From an optimization exercise on the open Yosys and OpenROAD flow, aimed at small area, a short achievable clock period and few clock cycles; shortcuts taken in it are not production practice.
Where RTL was checked, it was by simulation tests only, not by an equivalence proof against the original.

rev 12:
// gcd3_top
module gcd3_top #(parameter S = 2) (
    input  wire        clk,
    input  wire        reset,
    input  wire        start,
    input  wire [15:0] A,
    input  wire [15:0] B,
    input  wire [15:0] C,
    output wire        valid,
    output wire [15:0] D
);
==> module gcd3_top, before the edit <==
module gcd3_top #(parameter S = 2) (
    input  wire        clk,
    input  wire        reset,
    input  wire        start,
    input  wire [15:0] A,
    input  wire [15:0] B,
    input  wire [15:0] C,
    output wire        valid,
    output wire [15:0] D
);
    localparam IDLE = 2'd0, P1 = 2'd1, P2 = 2'd2, SHL = 2'd3;
    reg [1:0]  state;
    reg [15:0] a, b;
    reg [3:0]  cnt;
    function [15:0] strip(input [15:0] v);
        integer j;
        reg stop;
        begin
            strip = v;
            stop = 1'b0;
            for (j = 0; j < S; j = j + 1)
                if (!stop && !strip[0]) strip = strip >> 1;
                else stop = 1'b1;
        end
    endfunction
    wire [15:0] x    = A | B | C;
    wire        zero = ~|A | ~|B | ~|C;
    reg  [3:0]  kx;
    integer i;
    always @(*) begin
        kx = 4'd0;
        for (i = 15; i >= 0; i = i - 1)
            if (x[i]) kx = i;
    end
    wire        a_ev = ~a[0];
    wire        b_ev = ~b[0];
    wire [16:0] dab  = {1'b0, a} - {1'b0, b};
    wire [15:0] dba  = b - a;
    wire        a_gt = ~dab[16];
    wire        eq   = (a == b);
    wire        a1   = (a == 16'd1);
    wire        b1   = (b == 16'd1);
    wire        c0   = (cnt == 4'd0);
    wire fin_p1 = (state == P1) & (a1 | b1);    
    wire fin_p2 = (state == P2) & (eq | a1 | b1);
    wire fin    = fin_p1 | fin_p2;
    assign valid = c0 & ((state == SHL) | ((state == P2) & (eq | a1)) | ((state == P1) & a1));
    assign D     = a;
    always @(posedge clk) begin
        if (reset) begin
            state <= IDLE;
        end else begin
            case (state)
                IDLE: if (start) begin
                    a     <= zero ? 16'd0 : strip(A);
                    b     <= zero ? 16'd0 : strip(B);
                    cnt   <= zero ? 4'd0 : kx;
                    state <= zero ? P2 : P1;
                end
                SHL: begin
                    if (c0) state <= IDLE;
                    else begin
                        a   <= a << 1;
                        cnt <= cnt - 4'd1;
                    end
                end
                default: begin  
                    if (fin) begin
                        if (c0 & (eq | a1)) state <= IDLE;
                        else if (c0) begin
                            a     <= 16'd1;
                            state <= SHL;
                        end else begin
                            a     <= (a1 | b1) ? 16'd2 : {a[14:0], 1'b0};
                            cnt   <= cnt - 4'd1;
                            state <= SHL;
                        end
                    end else if (state == P1 && eq) begin
                        b     <= strip(C);
                        state <= P2;
                    end else if (a_ev | b_ev) begin
                        if (a_ev) a <= strip(a);
                        if (b_ev) b <= strip(b);
                    end else if (a_gt) begin
                        a <= strip(dab[15:0]);
                    end else begin
                        b <= strip(dba);
                    end
                end
            endcase
        end
    end
endmodule
clock: 3.5 ns
lec_check: 0
cap_margin: 20
core_margin: 2
core_utilization: 40
slew_margin: 20
run.sh (not shown) runs the stock make flow with config.mk's settings and CLKGATE_MAP_FILE= SYNTH_SCRIPT=/design/flow/synth_recipe.tcl, a recipe that flattens the netlist after the stock synthesis.
What rev 13 does differently from rev 12 at the input level:
--- a/flow/design.v
+++ b/flow/design.v
@@ -1,4 +1,4 @@
-module gcd3_top #(parameter S = 2) (
+module gcd3_top #(parameter S = 4) (
     input  wire        clk,
     input  wire        reset,
     input  wire        start,
Findings:
Rev 13: full flow OK, the timing, DRC and antenna checks passed
Looking at number of tap cells added at floorplan across rev 13 and rev 12, the one that comes out higher is rev 13.
Diff rev 12 -> rev 13: area of the core increased by 3600 sq um relative to the old numbers; critical path depth in cells shows an increase of 2.
Clock-buffer cell count: rev 13 vs rev 12 up 2
On rev 13: number of vias per cell is about 0.43% lower than what rev 12 gave.
Re unique cell type count in the Yosys netlist: rev 13 is 2.4% up on rev 12.
Note that the global-route wire length before repair recorded for rev 13 amounts to 1.3 times the value seen in rev 12.
In the flow results for rev 13 and rev 12, the signed area change from the synthesized netlist to the final layout is smaller on rev 13.
Lower simple-gate portion of the synthesized area was reported by rev 12, not rev 13.
Re initial core utilization: rev 13 is 0.34 points down on rev 12.
Rev 13 ended up with a lower reg2reg setup slack than rev 12 did.
Relative to rev 12, the wire length on met1 measured on rev 13 has increased by more than a quarter.
Function was not checked in any run of this note: the RTL went through the layout flow alone.


Another version of the RTL of gcd3_top (not shown whole).
For scale: ~480 cells after synthesis, roughly 40 flip-flops, about 4100 um2 of cells after synthesis.
==> module gcd3_top, before the edit <==
module gcd3_top (
    input  wire        clk,
    input  wire        reset,
    input  wire        start,
    input  wire [15:0] A,
    input  wire [15:0] B,
    input  wire [15:0] C,
    output wire        valid,
    output wire [15:0] D
);
    localparam IDLE = 3'd0, P0 = 3'd1, P1 = 3'd2, P2 = 3'd3, SHL = 3'd4;
    reg [2:0]  state;
    reg [15:0] a;
    reg [16:0] b;
    reg [3:0]  cnt;
    wire [15:0] x    = A | B | C;
    wire        zero = ~|A | ~|B | ~|C;
    reg  [3:0]  kx;
    integer i;
    always @(*) begin
        kx = 4'd0;
        for (i = 15; i >= 0; i = i - 1)
            if (x[i]) kx = i;
    end
    wire        idle = (state == IDLE);
    wire        p0   = (state == P0);
    wire        p1   = (state == P1);
    wire        p2   = (state == P2);
    wire        shl  = (state == SHL);
    wire [15:0] mb   = {b[15:1] ^ {15{b[16]}}, b[0]};
    wire        tz   = a[0] & b[0] & ((a[15:1] ^ b[15:1]) == {15{b[16]}});   
    wire        a1   = (a == 16'd1);
    wire        c0   = (cnt == 4'd0);
    wire        swap = (a[15:1] >= mb[15:1]);                               
    wire [17:0] t    = {2'b00, a} + {b[16], b};
    wire load_p1 = p0 & b[0];
    wire load_p2 = p1 & tz & ~a1;
    wire done    = (p1 & a1) | (p2 & (tz | a1));
    wire step    = (p1 | p2) & b[0] & ~tz & ~a1;
    wire [16:0] w    = ({17{step}}    & {t[17], t[17:2]})
                     | ({17{idle}}    & {1'b0, A})
                     | ({17{load_p1}} & {1'b0, B})
                     | ({17{load_p2}} & {1'b0, C})
                     | ({17{~step & ~idle & ~load_p1 & ~load_p2}} & b);
    wire        s2   = ~w[0] & ~w[1];
    wire [16:0] w2   = s2 ? {{2{w[16]}}, w[16:2]} : w;
    wire [16:0] sw   = w2[0] ? w2 : {w2[16], w2[16:1]};
    wire        a_b   = load_p1 | (step & swap);
    wire        an1   = a_b ? mb[1] : a[1];
    wire        neg   = ~idle & sw[0] & ~(sw[1] ^ an1);
    always @(posedge clk) b <= {sw[16:1] ^ {16{neg}}, sw[0]};
    wire        a_shl = (done | shl) & ~c0;
    always @(posedge clk)
        a <= ({16{a_b}} & mb) | ({16{a_shl}} & {a[14:0], 1'b0})
           | ({16{~a_b & ~a_shl & ~(idle & start & zero)}} & a);
    assign valid = c0 & (shl | done);
    assign D     = a;
    always @(posedge clk) begin
        if (reset) begin
            state <= IDLE;
        end else begin
            case (state)
                IDLE: if (start) begin
                    cnt   <= zero ? 4'd0 : kx;
                    state <= zero ? SHL : P0;
                end
                P0: if (b[0]) state <= P1;
                SHL: begin
                    if (c0) state <= IDLE;
                    else cnt <= cnt - 4'd1;
                end
                default: begin  
                    if (load_p2) state <= P2;
                    else if (done) begin
                        if (c0) state <= IDLE;
                        else begin
                            state <= SHL;
                            cnt   <= cnt - 4'd1;
                        end
                    end
                end
            endcase
        end
    end
endmodule
clock: 3.5 ns
lec_check: 0
cap_margin: 20
core_margin: 2
core_utilization: 40
slew_margin: 20
Testbench counts at the start, summed over its fixed seeds: cycles 2,531.
Then changed:
--- a/flow/design.v
+++ b/flow/design.v
@@ -10,8 +10,7 @@
 );
     localparam IDLE = 3'd0, P0 = 3'd1, P1 = 3'd2, P2 = 3'd3, SHL = 3'd4;
     reg [2:0]  state;
-    reg [15:0] a;
-    reg [16:0] b;
+    reg [16:0] a, b;
     reg [3:0]  cnt;
     wire [15:0] x    = A | B | C;
     wire        zero = ~|A | ~|B | ~|C;
@@ -27,34 +26,41 @@
     wire        p1   = (state == P1);
     wire        p2   = (state == P2);
     wire        shl  = (state == SHL);
-    wire [15:0] mb   = {b[15:1] ^ {15{b[16]}}, b[0]};
-    wire        tz   = a[0] & b[0] & ((a[15:1] ^ b[15:1]) == {15{b[16]}});   
-    wire        a1   = (a == 16'd1);
+    wire [16:0] axb  = a ^ b;
+    wire        tz   = a[0] & b[0] & ((~|axb[16:1]) | (&axb[16:1]));    
+    wire        a1   = a[0] & ((~|a[16:1]) | (&a[16:1]));                
     wire        c0   = (cnt == 4'd0);
-    wire        swap = (a[15:1] >= mb[15:1]);                               
-    wire [17:0] t    = {2'b00, a} + {b[16], b};
+    wire        sub  = ~(a[1] ^ b[1]);
+    wire [17:0] t    = {a[16], a} + ({b[16], b} ^ {18{sub}}) + {17'd0, sub};
+    wire [15:0] t4   = t[17:2];
+    wire [16:0] st   = t4[0] ? {t4[15], t4}
+                     : t4[1] ? {{2{t4[15]}}, t4[15:1]}
+                     : t4[2] ? {{3{t4[15]}}, t4[15:2]}
+                     :         {{4{t4[15]}}, t4[15:3]};
+    wire [14:0] ma   = a[15:1] ^ {15{a[16]}};
+    wire [14:0] mb   = b[15:1] ^ {15{b[16]}};
+    wire        swap = (ma >= mb);
     wire load_p1 = p0 & b[0];
     wire load_p2 = p1 & tz & ~a1;
     wire done    = (p1 & a1) | (p2 & (tz | a1));
     wire step    = (p1 | p2) & b[0] & ~tz & ~a1;
-    wire [16:0] w    = ({17{step}}    & {t[17], t[17:2]})
-                     | ({17{idle}}    & {1'b0, A})
+    wire [16:0] w    = ({17{idle}}    & {1'b0, A})
                      | ({17{load_p1}} & {1'b0, B})
                      | ({17{load_p2}} & {1'b0, C})
-                     | ({17{~step & ~idle & ~load_p1 & ~load_p2}} & b);
-    wire        s2   = ~w[0] & ~w[1];
-    wire [16:0] w2   = s2 ? {{2{w[16]}}, w[16:2]} : w;
-    wire [16:0] sw   = w2[0] ? w2 : {w2[16], w2[16:1]};
+                     | ({17{~idle & ~load_p1 & ~load_p2}} & b);
+    wire [16:0] sw   = w[0] ? w
+                     : w[1] ? {w[16], w[16:1]}
+                     : w[2] ? {{2{w[16]}}, w[16:2]}
+                     :        {{3{w[16]}}, w[16:3]};
+    always @(posedge clk) b <= step ? st : sw;
+    wire [16:0] abs_a = {a[16:1] ^ {16{a[16]}}, a[0]};
     wire        a_b   = load_p1 | (step & swap);
-    wire        an1   = a_b ? mb[1] : a[1];
-    wire        neg   = ~idle & sw[0] & ~(sw[1] ^ an1);
-    always @(posedge clk) b <= {sw[16:1] ^ {16{neg}}, sw[0]};
-    wire        a_shl = (done | shl) & ~c0;
+    wire        a_shl = (done & ~c0) | (shl & ~c0);
     always @(posedge clk)
-        a <= ({16{a_b}} & mb) | ({16{a_shl}} & {a[14:0], 1'b0})
-           | ({16{~a_b & ~a_shl & ~(idle & start & zero)}} & a);
+        a <= ({17{a_b}} & b) | ({17{a_shl}} & {abs_a[15:0], 1'b0})
+           | ({17{~a_b & ~a_shl & ~(idle & start & zero)}} & a);
     assign valid = c0 & (shl | done);
-    assign D     = a;
+    assign D     = abs_a[15:0];
     always @(posedge clk) begin
         if (reset) begin
             state <= IDLE;
After rerunning: The changed run completed without violations. Area after synthesis went up by a quarter to a third. Critical path depth went down by 4. Via count went up by a quarter to a third. Worst hold slack gains 0.031 ns. Cell count went up by a quarter to a third. Worst setup slack gains 0.10 ns. Utilization went down by 1.5 points.
The RTL of the second run of this note was laid out without a check of its function.


## before
The RTL this note starts from:
==> flow/design.v <==
module gcd3_top (
    input  wire        clk,
    input  wire        reset,
    input  wire        start,
    input  wire [15:0] A,
    input  wire [15:0] B,
    input  wire [15:0] C,
    output wire        valid,
    output wire [15:0] D
);
    localparam IDLE = 3'd0, P0 = 3'd1, P1 = 3'd2, P2 = 3'd3, SHL = 3'd4;
    reg [2:0]  state;
    reg [16:0] a, b;
    reg [3:0]  cnt;
    wire [15:0] x    = A | B | C;
    wire        zero = ~|A | ~|B | ~|C;
    reg  [3:0]  kx;
    integer i;
    always @(*) begin
        kx = 4'd0;
        for (i = 15; i >= 0; i = i - 1)
            if (x[i]) kx = i;
    end
    wire        idle = (state == IDLE);
    wire        p0   = (state == P0);
    wire        p1   = (state == P1);
    wire        p2   = (state == P2);
    wire        shl  = (state == SHL);
    wire [16:0] axb  = a ^ b;
    wire        tz   = a[0] & b[0] & ((~|axb[16:1]) | (&axb[16:1]));    
    wire        a1   = a[0] & ((~|a[16:1]) | (&a[16:1]));                
    wire        c0   = (cnt == 4'd0);
    wire        sub  = ~(a[1] ^ b[1]);
    wire [17:0] t    = {a[16], a} + ({b[16], b} ^ {18{sub}}) + {17'd0, sub};
    wire [15:0] t4   = t[17:2];
    wire [16:0] st   = t4[0] ? {t4[15], t4}
                     : t4[1] ? {{2{t4[15]}}, t4[15:1]}
                     : t4[2] ? {{3{t4[15]}}, t4[15:2]}
                     :         {{4{t4[15]}}, t4[15:3]};
    wire [14:0] ma   = a[15:1] ^ {15{a[16]}};
    wire [14:0] mb   = b[15:1] ^ {15{b[16]}};
    wire        swap = (ma >= mb);
    wire load_p1 = p0 & b[0];
    wire load_p2 = p1 & tz & ~a1;
    wire done    = (p1 & a1) | (p2 & (tz | a1));
    wire step    = (p1 | p2) & b[0] & ~tz & ~a1;
    wire [16:0] w    = ({17{idle}}    & {1'b0, A})
                     | ({17{load_p1}} & {1'b0, B})
                     | ({17{load_p2}} & {1'b0, C})
                     | ({17{~idle & ~load_p1 & ~load_p2}} & b);
    wire [16:0] sw   = w[0] ? w
                     : w[1] ? {w[16], w[16:1]}
                     : w[2] ? {{2{w[16]}}, w[16:2]}
                     :        {{3{w[16]}}, w[16:3]};
    always @(posedge clk) b <= step ? st : sw;
    wire [16:0] abs_a = {a[16:1] ^ {16{a[16]}}, a[0]};
    wire        a_b   = load_p1 | (step & swap);
    wire        a_shl = (done & ~c0) | (shl & ~c0);
    always @(posedge clk)
        a <= ({17{a_b}} & b) | ({17{a_shl}} & {abs_a[15:0], 1'b0})
           | ({17{~a_b & ~a_shl & ~(idle & start & zero)}} & a);
    assign valid = c0 & (shl | done);
    assign D     = abs_a[15:0];
    always @(posedge clk) begin
        if (reset) begin
            state <= IDLE;
        end else begin
            case (state)
                IDLE: if (start) begin
                    cnt   <= zero ? 4'd0 : kx;
                    state <= zero ? SHL : P0;
                end
                P0: if (b[0]) state <= P1;
                SHL: begin
                    if (c0) state <= IDLE;
                    else cnt <= cnt - 4'd1;
                end
                default: begin  
                    if (load_p2) state <= P2;
                    else if (done) begin
                        if (c0) state <= IDLE;
                        else begin
                            state <= SHL;
                            cnt   <= cnt - 4'd1;
                        end
                    end
                end
            endcase
        end
    end
endmodule
clock: 3.5 ns
lec_check: 0
cap_margin: 20
core_margin: 2
core_utilization: 40
slew_margin: 20
standard.sh (not shown) runs the stock make flow with config.mk's settings and CLKGATE_MAP_FILE= SYNTH_SCRIPT=/design/flow/synth_recipe.tcl, a recipe that flattens the netlist after the stock synthesis.
==> flow/flow/run.sh <==
#!/bin/bash
set -euo pipefail
export BUFFER_PORTS_ARGS="-buffer_cell sky130_fd_sc_hd__buf_2"
bash standard.sh > standard_make.log 2>&1
before: flow completed, timing, DRC and antenna clean
#### Input delta (after over before)
==> flow/design.v <==
module gcd3_top (
    input  wire        clk,
    input  wire        reset,
    input  wire        start,
    input  wire [15:0] A,
    input  wire [15:0] B,
    input  wire [15:0] C,
    output wire        valid,
    output wire [15:0] D
);
    localparam IDLE = 3'd0, P0 = 3'd1, P1 = 3'd2, P2 = 3'd3, SHL = 3'd4;
    reg [2:0]  state;
    reg [15:0] a;
    reg [16:0] b;
    reg [3:0]  cnt;
    wire [15:0] x    = A | B | C;
    wire        zero = ~|A | ~|B | ~|C;
    reg  [3:0]  kx;
    integer i;
    always @(*) begin
        kx = 4'd0;
        for (i = 15; i >= 0; i = i - 1)
            if (x[i]) kx = i;
    end
    wire        idle = (state == IDLE);
    wire        p0   = (state == P0);
    wire        p1   = (state == P1);
    wire        p2   = (state == P2);
    wire        shl  = (state == SHL);
    wire [15:0] mb   = {b[15:1] ^ {15{b[16]}}, b[0]};
    wire        tz   = a[0] & b[0] & ((a[15:1] ^ b[15:1]) == {15{b[16]}});   
    wire        a1   = (a == 16'd1);
    wire        c0   = (cnt == 4'd0);
    wire        swap = (a[15:1] >= mb[15:1]);                               
    wire [17:0] t    = {2'b00, a} + {b[16], b};
    wire load_p1 = p0 & b[0];
    wire load_p2 = p1 & tz & ~a1;
    wire done    = (p1 & a1) | (p2 & (tz | a1));
    wire step    = (p1 | p2) & b[0] & ~tz & ~a1;
    wire [16:0] w    = ({17{step}}    & {t[17], t[17:2]})
                     | ({17{idle}}    & {1'b0, A})
                     | ({17{load_p1}} & {1'b0, B})
                     | ({17{load_p2}} & {1'b0, C})
                     | ({17{~step & ~idle & ~load_p1 & ~load_p2}} & b);
    wire        s2   = ~w[0] & ~w[1];
    wire [16:0] w2   = s2 ? {{2{w[16]}}, w[16:2]} : w;
    wire [16:0] sw   = w2[0] ? w2 : {w2[16], w2[16:1]};
    wire        a_b   = load_p1 | (step & swap);
    wire        an1   = a_b ? mb[1] : a[1];
    wire        neg   = ~idle & sw[0] & ~(sw[1] ^ an1);
    always @(posedge clk) b <= {sw[16:1] ^ {16{neg}}, sw[0]};
    wire        a_shl = (done | shl) & ~c0;
    always @(posedge clk)
        a <= ({16{a_b}} & mb) | ({16{a_shl}} & {a[14:0], 1'b0})
           | ({16{~a_b & ~a_shl & ~(idle & start & zero)}} & a);
    assign valid = c0 & (shl | done);
    assign D     = a;
    always @(posedge clk) begin
        if (reset) begin
            state <= IDLE;
        end else begin
            case (state)
                IDLE: if (start) begin
                    cnt   <= zero ? 4'd0 : kx;
                    state <= zero ? SHL : P0;
                end
                P0: if (b[0]) state <= P1;
                SHL: begin
                    if (c0) state <= IDLE;
                    else cnt <= cnt - 4'd1;
                end
                default: begin  
                    if (load_p2) state <= P2;
                    else if (done) begin
                        if (c0) state <= IDLE;
                        else begin
                            state <= SHL;
                            cnt   <= cnt - 4'd1;
                        end
                    end
                end
            endcase
        end
    end
endmodule
==> summary.txt <==
Going from before to after, area of all placed cells without fillers went down 21%. Comparing after and before, post-synthesis instance area is higher on before. Most common library cell in the layout ignoring fill and taps = buf_4: before; most common library cell in the layout ignoring fill and taps = buf_2: after. Count of multi-input gates was higher in before than in after. Of after and before, it is after that has the lower total die area. Arrival time at the worst endpoint, after and before: larger value in before. Number of clock buffers in the layout down 2 in after wrt before. Highest cell delay on the worst timing path was higher in after than in before. [diff] first-iteration DRC count, after relative to before: improvement. Via count (after over before): decrease, 26%. Looking at cell count, after sits 225 lower than before does.
Testbench counts of after, summed over its fixed seeds: cycles 2,531.
For before, only the layout was checked, not whether the RTL still works.

## what the ideal ports hide
The flow's constraints put no driver on any port. The routed layouts listed below were extracted and timed again, unchanged, in two steps.
Step 1 sets driving cells, clkbuf_16 on the clock port and buf_2 on the other inputs (assumed; they add their load-dependent delay and slew).
Step 2 moves the port delays by t, midway between the first and last clock arrival at a register: inputs arrive t later, outputs are due t later. That takes back most of the time a late clock gives input paths.
Slacks: ideal / step 1 / step 2; pairs: ideal / step 1.
run | t, ns | setup WS [ns] | worst hold slack (ns) | latest minus earliest clock arrival (ns) | pins driven straight from the clock port
rev 12 | 0.327 | 0.100 / 0.060 / 0.204 | 0.562 / 0.562 / 0.562 | 0.008 / 0.009 | 1
rev 13 | 0.325 | 0.172 / 0.172 / 0.037 | 0.554 / 0.554 / 0.554 | 0.009 / 0.008 | 1
the first run of note 2 | 0.334 | 0.055 / 0.055 / 0.011 | 0.598 / 0.598 / 0.598 | 0.010 / 0.009 | 1
the second run of note 2 | 0.336 | 0.158 / 0.110 / 0.163 | 0.629 / 0.629 / 0.629 | 0.008 / 0.008 | 1
before | 0.332 | 0.129 / 0.129 / 0.129 | 0.621 / 0.600 / 0.621 | 0.008 / 0.009 | 1
after | 0.339 | 0.177 / 0.177 / 0.177 | 0.596 / 0.586 / 0.596 | 0.005 / 0.005 | 1
After both steps every run listed still meets setup and hold. The setup slack of rev 13, which loses most, moves by 0.000 ns with the drivers and by -0.135 ns with both steps.
